This is an optimization exercise on Yosys and OpenROAD, whose aim is a short achievable clock period and few clock cycles, not a production implementation.
RTL that was checked went through simulation tests only; none was proved equivalent to the original.
Power and IR drop assume default switching activity.

==> inputs of run A <==
==> flow/design.v <==
module ALU (
   input  [15:0] A,
   input  [15:0] B,
   input  [3:0]  F,
   input         CIN,
   output reg [15:0] R,
   output        Z,
   output        S,
   output reg    C,
   output reg    V
   );
   reg [15:0] X;
   reg        ci;
   always @(*) begin
      case (F[1:0])
        2'b01:   begin X = 16'h0000; ci = 1'b1; end    
        2'b10:   begin X = 16'hFFFF; ci = 1'b0; end    
        2'b11:   begin X = B;        ci = CIN;  end    
        default: begin X = ~B;       ci = ~CIN; end    
      endcase
   end
   wire [16:0] sum = {1'b0, A} + {1'b0, X} + {16'b0, ci};
   wire        ainv = (F == 4'd2) || (F == 4'd4);    
   wire        add_c = sum[16] ^ ainv;
   wire        add_v = (A[15] == X[15]) && (sum[15] != A[15]);
   always @(*) begin
      C = 1'b0; V = 1'b0;
      case (F)
        4'd0:  R = A;
        4'd1, 4'd2, 4'd3, 4'd4: begin R = sum[15:0]; C = add_c; V = add_v; end
        4'd5:  R = A & B;
        4'd6:  R = A | B;
        4'd7:  R = A ^ B;
        4'd8:  R = ~A;
        4'd9:  begin R = {A[14:0], 1'b0}; C = A[15]; V = A[15] ^ A[14]; end
        4'd10: begin R = {1'b0, A[15:1]}; C = A[0];  V = A[15]; end
        4'd11: begin R = (&A) ? 16'h0000 : {A[15], A[15:1]}; C = A[0]; end
        4'd12: begin R = {A[14:0], CIN};  C = A[15]; V = A[15] ^ A[14]; end
        4'd13: begin R = {CIN, A[15:1]};  C = A[0];  V = A[15] ^ CIN; end
        4'd14: R = {A[7:0], A[15:8]};
        default: R = B;                                   
      endcase
   end
   assign Z = (R == 16'h0000);
   assign S = R[15];
endmodule
module REGFILE (
   input             CLK,
   input             RST,
   input             WE,
   input      [2:0]  WSEL,
   input      [15:0] WDATA,
   input      [7:1]  ASEL,    
   input      [7:1]  BSEL,
   input      [15:0] PC,
   output reg [15:0] ABUS,
   output reg [15:0] BBUS
   );
   reg [15:0] R [1:6];
   integer i;
   always @(posedge CLK or negedge RST)
     if (!RST) begin
        for (i = 1; i < 7; i = i + 1) R[i] <= 16'h0000;
     end else if (WE) begin
        for (i = 1; i < 7; i = i + 1)
          if (WSEL == i) R[i] <= WDATA;
     end
   always @(*) begin
      ABUS = {16{ASEL[7]}} & PC;
      BBUS = {16{BSEL[7]}} & PC;
      for (i = 1; i < 7; i = i + 1) begin
         ABUS = ABUS | ({16{ASEL[i]}} & R[i]);
         BBUS = BBUS | ({16{BSEL[i]}} & R[i]);
      end
   end
endmodule
module DECODE (
   input  [15:0] W,
   output        ALU,     
   output        LDI,     
   output        LD,      
   output        ST,      
   output        BR,      
   output        HALT,    
   output [7:1]  ASEL,    
   output [7:1]  BSEL
   );
   wire [6:0] op = W[15:9];
   assign ALU  = (op >= 7'd1) && (op <= 7'd16);
   assign LDI  = (op == 7'd17);
   assign LD   = (op == 7'd18);
   assign ST   = (op == 7'd19);
   assign BR   = (op >= 7'd20) && (op <= 7'd30);
   assign HALT = (op == 7'd127);
   genvar i;
   generate for (i = 1; i < 8; i = i + 1) begin : g
      assign ASEL[i] = (W[8:6] == i);
      assign BSEL[i] = (W[5:3] == i);
   end endgenerate
endmodule
module CPU (
   input  [15:0] DATA_I,
   output [15:0] DATA_O,
   output [15:0] ADDR,
   output        RD,
   output        WR,
   input         CLK,
   input         RST
   );
   assign RD = 1'b1;
   reg [15:0] FA;        
   reg        DV;        
   reg        LW;        
   reg [2:0]  LDD;
   reg        EV;        
   reg [15:0] IR;
   reg [15:0] EPC;       
   reg        I_ALU, I_LDI, I_LD, I_ST, I_BR, I_HALT;
   reg [7:1]  ASEL, BSEL;
   reg        Z, S, C, V;
   wire [15:0] ABUS, BBUS, FOUT;
   wire        ZOUT, SOUT, COUT, VOUT;
   reg         rf_we;
   reg  [2:0]  rf_wsel;
   reg  [15:0] rf_wdata;
   REGFILE REGFILE1 (.CLK(CLK), .RST(RST), .WE(rf_we), .WSEL(rf_wsel),
                     .WDATA(rf_wdata), .ASEL(ASEL), .BSEL(BSEL), .PC(EPC),
                     .ABUS(ABUS), .BBUS(BBUS));
   ALU ALU1 (.A(ABUS), .B(BBUS), .F(IR[12:9] - 4'd1), .CIN(C),
             .R(FOUT), .Z(ZOUT), .S(SOUT), .C(COUT), .V(VOUT));
   reg cond;
   always @(*)
     case (IR[13:9])
       5'd20:   cond = 1'b1;
       5'd21:   cond = C;
       5'd22:   cond = ~C;
       5'd23:   cond = Z;
       5'd24:   cond = ~Z;
       5'd25:   cond = S;
       5'd26:   cond = ~S;
       5'd27:   cond = V;
       5'd28:   cond = ~V;
       5'd29:   cond = S ^ V;
       5'd30:   cond = (S == V) & ~Z;
       default: cond = 1'b0;
     endcase
   wire ex     = EV & ~LW;                 
   wire mem_op = ex & (I_LD | I_ST);       
   wire need_imm = I_LDI | I_BR;
   wire stall  = LW | (EV & need_imm & ~DV) | (EV & I_HALT);
   wire taken  = ex & I_BR & DV & cond;
   wire fetch  = ~mem_op & ~taken & ~(EV & I_HALT);
   assign ADDR   = mem_op ? ABUS : FA;
   assign DATA_O = BBUS;
   assign WR     = ex & I_ST;
   always @(*) begin
      rf_we = 1'b0; rf_wsel = IR[2:0]; rf_wdata = FOUT;
      if (LW) begin
         rf_we = 1'b1; rf_wsel = LDD; rf_wdata = DATA_I;
      end else if (EV & I_ALU) begin
         rf_we = 1'b1;
      end else if (EV & I_LDI & DV) begin
         rf_we = 1'b1; rf_wdata = DATA_I;
      end
   end
   wire        d_alu, d_ldi, d_ld, d_st, d_br, d_halt;
   wire [7:1]  d_asel, d_bsel;
   DECODE DECODE1 (.W(DATA_I), .ALU(d_alu), .LDI(d_ldi), .LD(d_ld), .ST(d_st),
                   .BR(d_br), .HALT(d_halt), .ASEL(d_asel), .BSEL(d_bsel));
   wire ir_free = ~EV | (ex & ~need_imm & ~I_HALT);
   wire ir_load = DV & ir_free;
   always @(posedge CLK or negedge RST)
     if (!RST) begin
        FA <= 16'h0000; DV <= 1'b0; LW <= 1'b0; LDD <= 3'd0;
        EV <= 1'b0; IR <= 16'h0000; EPC <= 16'h0000;
        I_ALU <= 1'b0; I_LDI <= 1'b0; I_LD <= 1'b0; I_ST <= 1'b0;
        I_BR <= 1'b0; I_HALT <= 1'b0; ASEL <= 7'd0; BSEL <= 7'd0;
        Z <= 1'b0; S <= 1'b0; C <= 1'b0; V <= 1'b0;
     end else begin
        if (taken)      FA <= DATA_I;
        else if (fetch) FA <= FA + 16'd1;
        DV <= fetch;
        LW <= mem_op & I_LD;
        if (mem_op & I_LD) LDD <= IR[2:0];
        if (ex & I_ALU) begin
           Z <= ZOUT; S <= SOUT; C <= COUT; V <= VOUT;
        end
        if (ir_load) begin
           IR <= DATA_I; EPC <= FA;
           I_ALU <= d_alu; I_LDI <= d_ldi; I_LD <= d_ld; I_ST <= d_st;
           I_BR <= d_br; I_HALT <= d_halt; ASEL <= d_asel; BSEL <= d_bsel;
        end
        if (ir_load) EV <= 1'b1;
        else if (~stall) EV <= 1'b0;
     end
endmodule
==> flow/run.sh <==
#!/bin/bash
# synth_recipe.tcl (not shown) runs the flow's synth.tcl, then flattens the netlist and writes it again
# the make line also repeats each setting of config.mk as NAME=value (left out here)
make -C /OpenROAD-flow-scripts/flow DESIGN_CONFIG=/design/flow/config.mk WORK_HOME=/design/flow/orfs CLKGATE_MAP_FILE= SYNTH_SCRIPT=/design/flow/synth_recipe.tcl finish
==> flow/config.mk <==
export PLATFORM = sky130hd
export DESIGN_NAME = CPU
export DESIGN_NICKNAME = CPU
export VERILOG_FILES = /design/flow/design.v
export SDC_FILE = /design/flow/constraint.sdc
export NUM_CORES = 4
export LEC_CHECK = 0
export CAP_MARGIN = 20
export CORE_MARGIN = 2
export CORE_UTILIZATION = 40
export SLEW_MARGIN = 20
==> flow/constraint.sdc <==
create_clock -name core_clock -period 14.0 [get_ports {CLK}]
set_input_delay 2.8000 -clock core_clock [delete_from_list [all_inputs] [get_ports {CLK}]]
set_output_delay 2.8000 -clock core_clock [all_outputs]
set_load 0.01 [all_outputs]
==> run B (differences from run A) <==
--- a/flow/design.v
+++ b/flow/design.v
@@ -51,9 +51,9 @@
    input      [2:0]  WSEL,
    input      [15:0] WDATA,
-   input      [7:1]  ASEL,    
-   input      [7:1]  BSEL,
-   input      [15:0] PC,
-   output reg [15:0] ABUS,
-   output reg [15:0] BBUS
+   input      [2:0]  NA,
+   input      [2:0]  NB,
+   input      [15:0] NPC,
+   output reg [15:0] NABUS,
+   output reg [15:0] NBBUS
    );
    reg [15:0] R [1:6];
@@ -66,11 +66,14 @@
           if (WSEL == i) R[i] <= WDATA;
      end
-   always @(*) begin
-      ABUS = {16{ASEL[7]}} & PC;
-      BBUS = {16{BSEL[7]}} & PC;
+   reg [15:0] ra, rb;
+   always @(*) begin
+      ra = NPC;
+      rb = NPC;
       for (i = 1; i < 7; i = i + 1) begin
-         ABUS = ABUS | ({16{ASEL[i]}} & R[i]);
-         BBUS = BBUS | ({16{BSEL[i]}} & R[i]);
+         if (NA == i) ra = R[i];
+         if (NB == i) rb = R[i];
       end
+      NABUS = (WE && WSEL == NA) ? WDATA : ra;
+      NBBUS = (WE && WSEL == NB) ? WDATA : rb;
    end
 endmodule
@@ -82,7 +85,5 @@
    output        ST,      
    output        BR,      
-   output        HALT,    
-   output [7:1]  ASEL,    
-   output [7:1]  BSEL
+   output        HALT     
    );
    wire [6:0] op = W[15:9];
@@ -93,9 +94,4 @@
    assign BR   = (op >= 7'd20) && (op <= 7'd30);
    assign HALT = (op == 7'd127);
-   genvar i;
-   generate for (i = 1; i < 8; i = i + 1) begin : g
-      assign ASEL[i] = (W[8:6] == i);
-      assign BSEL[i] = (W[5:3] == i);
-   end endgenerate
 endmodule
 module CPU (
@@ -117,15 +113,25 @@
    reg [15:0] EPC;       
    reg        I_ALU, I_LDI, I_LD, I_ST, I_BR, I_HALT;
-   reg [7:1]  ASEL, BSEL;
-   reg        Z, S, C, V;
-   wire [15:0] ABUS, BBUS, FOUT;
+   reg [15:0] OPA, OPB;  
+   reg [15:0] RES;       
+   reg        S, C, V;
+   reg [15:0] ADDR_R, DOUT_R;
+   reg        WR_R;
+   reg        MEMOP;     
+   assign ADDR   = ADDR_R;
+   assign DATA_O = DOUT_R;
+   assign WR     = WR_R;
+   wire Z = (RES == 16'h0000);
+   wire [15:0] NABUS, NBBUS, FOUT;
    wire        ZOUT, SOUT, COUT, VOUT;
    reg         rf_we;
    reg  [2:0]  rf_wsel;
    reg  [15:0] rf_wdata;
+   wire [2:0]  na, nb;
+   wire [15:0] npc;
    REGFILE REGFILE1 (.CLK(CLK), .RST(RST), .WE(rf_we), .WSEL(rf_wsel),
-                     .WDATA(rf_wdata), .ASEL(ASEL), .BSEL(BSEL), .PC(EPC),
-                     .ABUS(ABUS), .BBUS(BBUS));
-   ALU ALU1 (.A(ABUS), .B(BBUS), .F(IR[12:9] - 4'd1), .CIN(C),
+                     .WDATA(rf_wdata), .NA(na), .NB(nb), .NPC(npc),
+                     .NABUS(NABUS), .NBBUS(NBBUS));
+   ALU ALU1 (.A(OPA), .B(OPB), .F(IR[12:9] - 4'd1), .CIN(C),
              .R(FOUT), .Z(ZOUT), .S(SOUT), .C(COUT), .V(VOUT));
    reg cond;
@@ -146,12 +152,8 @@
      endcase
    wire ex     = EV & ~LW;                 
-   wire mem_op = ex & (I_LD | I_ST);       
    wire need_imm = I_LDI | I_BR;
    wire stall  = LW | (EV & need_imm & ~DV) | (EV & I_HALT);
    wire taken  = ex & I_BR & DV & cond;
-   wire fetch  = ~mem_op & ~taken & ~(EV & I_HALT);
-   assign ADDR   = mem_op ? ABUS : FA;
-   assign DATA_O = BBUS;
-   assign WR     = ex & I_ST;
+   wire fetch  = ~MEMOP & ~taken & ~(EV & I_HALT);
    always @(*) begin
       rf_we = 1'b0; rf_wsel = IR[2:0]; rf_wdata = FOUT;
@@ -165,9 +167,16 @@
    end
    wire        d_alu, d_ldi, d_ld, d_st, d_br, d_halt;
-   wire [7:1]  d_asel, d_bsel;
    DECODE DECODE1 (.W(DATA_I), .ALU(d_alu), .LDI(d_ldi), .LD(d_ld), .ST(d_st),
-                   .BR(d_br), .HALT(d_halt), .ASEL(d_asel), .BSEL(d_bsel));
+                   .BR(d_br), .HALT(d_halt));
    wire ir_free = ~EV | (ex & ~need_imm & ~I_HALT);
    wire ir_load = DV & ir_free;
+   wire lw_next = MEMOP & I_LD;
+   assign na  = ir_load ? DATA_I[8:6] : IR[8:6];
+   assign nb  = ir_load ? DATA_I[5:3] : IR[5:3];
+   assign npc = ir_load ? FA : EPC;
+   wire memop_next = LW ? (EV & (I_LD | I_ST))
+                        : (ir_load & ~lw_next & (d_ld | d_st));
+   wire st_next    = LW ? I_ST : d_st;
+   wire [15:0] fa_next = taken ? DATA_I : fetch ? FA + 16'd1 : FA;
    always @(posedge CLK or negedge RST)
      if (!RST) begin
@@ -175,19 +184,26 @@
         EV <= 1'b0; IR <= 16'h0000; EPC <= 16'h0000;
         I_ALU <= 1'b0; I_LDI <= 1'b0; I_LD <= 1'b0; I_ST <= 1'b0;
-        I_BR <= 1'b0; I_HALT <= 1'b0; ASEL <= 7'd0; BSEL <= 7'd0;
-        Z <= 1'b0; S <= 1'b0; C <= 1'b0; V <= 1'b0;
+        I_BR <= 1'b0; I_HALT <= 1'b0;
+        OPA <= 16'h0000; OPB <= 16'h0000;
+        RES <= 16'h0001; S <= 1'b0; C <= 1'b0; V <= 1'b0;
+        ADDR_R <= 16'h0000; DOUT_R <= 16'h0000; WR_R <= 1'b0; MEMOP <= 1'b0;
      end else begin
-        if (taken)      FA <= DATA_I;
-        else if (fetch) FA <= FA + 16'd1;
-        DV <= fetch;
-        LW <= mem_op & I_LD;
-        if (mem_op & I_LD) LDD <= IR[2:0];
+        FA     <= fa_next;
+        DV     <= fetch;
+        MEMOP  <= memop_next;
+        ADDR_R <= memop_next ? NABUS : fa_next;
+        DOUT_R <= NBBUS;
+        WR_R   <= memop_next & st_next;
+        LW     <= lw_next;
+        if (lw_next) LDD <= IR[2:0];
+        OPA <= NABUS;
+        OPB <= NBBUS;
         if (ex & I_ALU) begin
-           Z <= ZOUT; S <= SOUT; C <= COUT; V <= VOUT;
+           RES <= FOUT; S <= SOUT; C <= COUT; V <= VOUT;
         end
         if (ir_load) begin
            IR <= DATA_I; EPC <= FA;
            I_ALU <= d_alu; I_LDI <= d_ldi; I_LD <= d_ld; I_ST <= d_st;
-           I_BR <= d_br; I_HALT <= d_halt; ASEL <= d_asel; BSEL <= d_bsel;
+           I_BR <= d_br; I_HALT <= d_halt;
         end
         if (ir_load) EV <= 1'b1;
==> flow/flow/run.sh (new file) <==
#!/bin/bash
set -euo pipefail
export SETUP_SLACK_MARGIN=${FLOW_SETUP_MARGIN:-10}
bash standard.sh > standard.log 2>&1
==> flow/standard.sh (new file) <==
#!/bin/bash
# synth_recipe.tcl (not shown) runs the flow's synth.tcl, then flattens the netlist and writes it again
# the make line also repeats each setting of config.mk as NAME=value (left out here)
make -C /OpenROAD-flow-scripts/flow DESIGN_CONFIG=/design/flow/config.mk WORK_HOME=/design/flow/orfs CLKGATE_MAP_FILE= SYNTH_SCRIPT=/design/flow/synth_recipe.tcl "${@:-finish}"
removed: flow/run.sh
==> comparison table <==
| metric | run B | run A |
|---|---|---|
| Run status | complete, no violations | complete, no violations |
| Slack of the worst reg-to-reg path | 10.02 ns | 8.65 ns |
| Global-route wire length before repair | 94100 um | 63200 um |
| Final core occ | 0.527 | 0.448 |
| Met3 Use GR | 0.0748 | 0.0658 |
| Met2 usage | 0.476 | 0.425 |
| Syn Std Cell Area | 14700 sq um | 11600 sq um |
| Later-pin clock latency in the skew report | 0.55 ns | 0.44 ns |
| Cell leakage power | 8.01 nW | 5.28 nW |
| Area post-placement | 15700 sq um | 12200 sq um |
| Vias in the first global route | 14400 | 10400 |
| Number of cells on the worst reg-to-reg path | 15 | 16 |
| Area fraction in compound gates after synthesis | 0.261 | 0.244 |
| Reg-to-reg startpoint | IR[9] | BSEL[4] |
| Power of the combinational group | 2.24 mW | 1.44 mW |
| CP Data Arrival Time | 4.68 ns | 3.10 ns |
| Number of synthesized register bits | 222 | 166 |
Testbench counts of run A, summed over its fixed seeds: cycles 34,580.
No functional check of the RTL was part of run B.

==> separate check: timing with driven ports <==
In the flow no input, the clock included, has a driving cell. The finished layouts below were timed again as built, in two steps. Step 1 sets driving cells, clkbuf_16 on the clock port and buf_2 on the other inputs (assumed; they add their load-dependent delay and slew). Step 2 moves the port delays by t, midway between the first and last clock arrival at a register: inputs arrive t later, outputs are due t later. That takes back most of the time a late clock gives input paths. Three values: ideal ports, drivers, drivers and shift; two values: the first two.
run	t (ns)	slack for setup (ns)	hold WS [ns]	slew at the worst register clock pin (ns)
run A	0.475	8.102 / 8.055 / 8.531	0.519 / 0.519 / 0.519	0.07 / 0.07
run B	0.587	9.733 / 9.737 / 9.150	0.479 / 0.479 / 0.479	0.07 / 0.07
After both steps every run listed still meets setup and hold. For run B, which loses most, drivers alone change the setup slack by +0.004 ns; drivers and shift together by -0.583 ns.
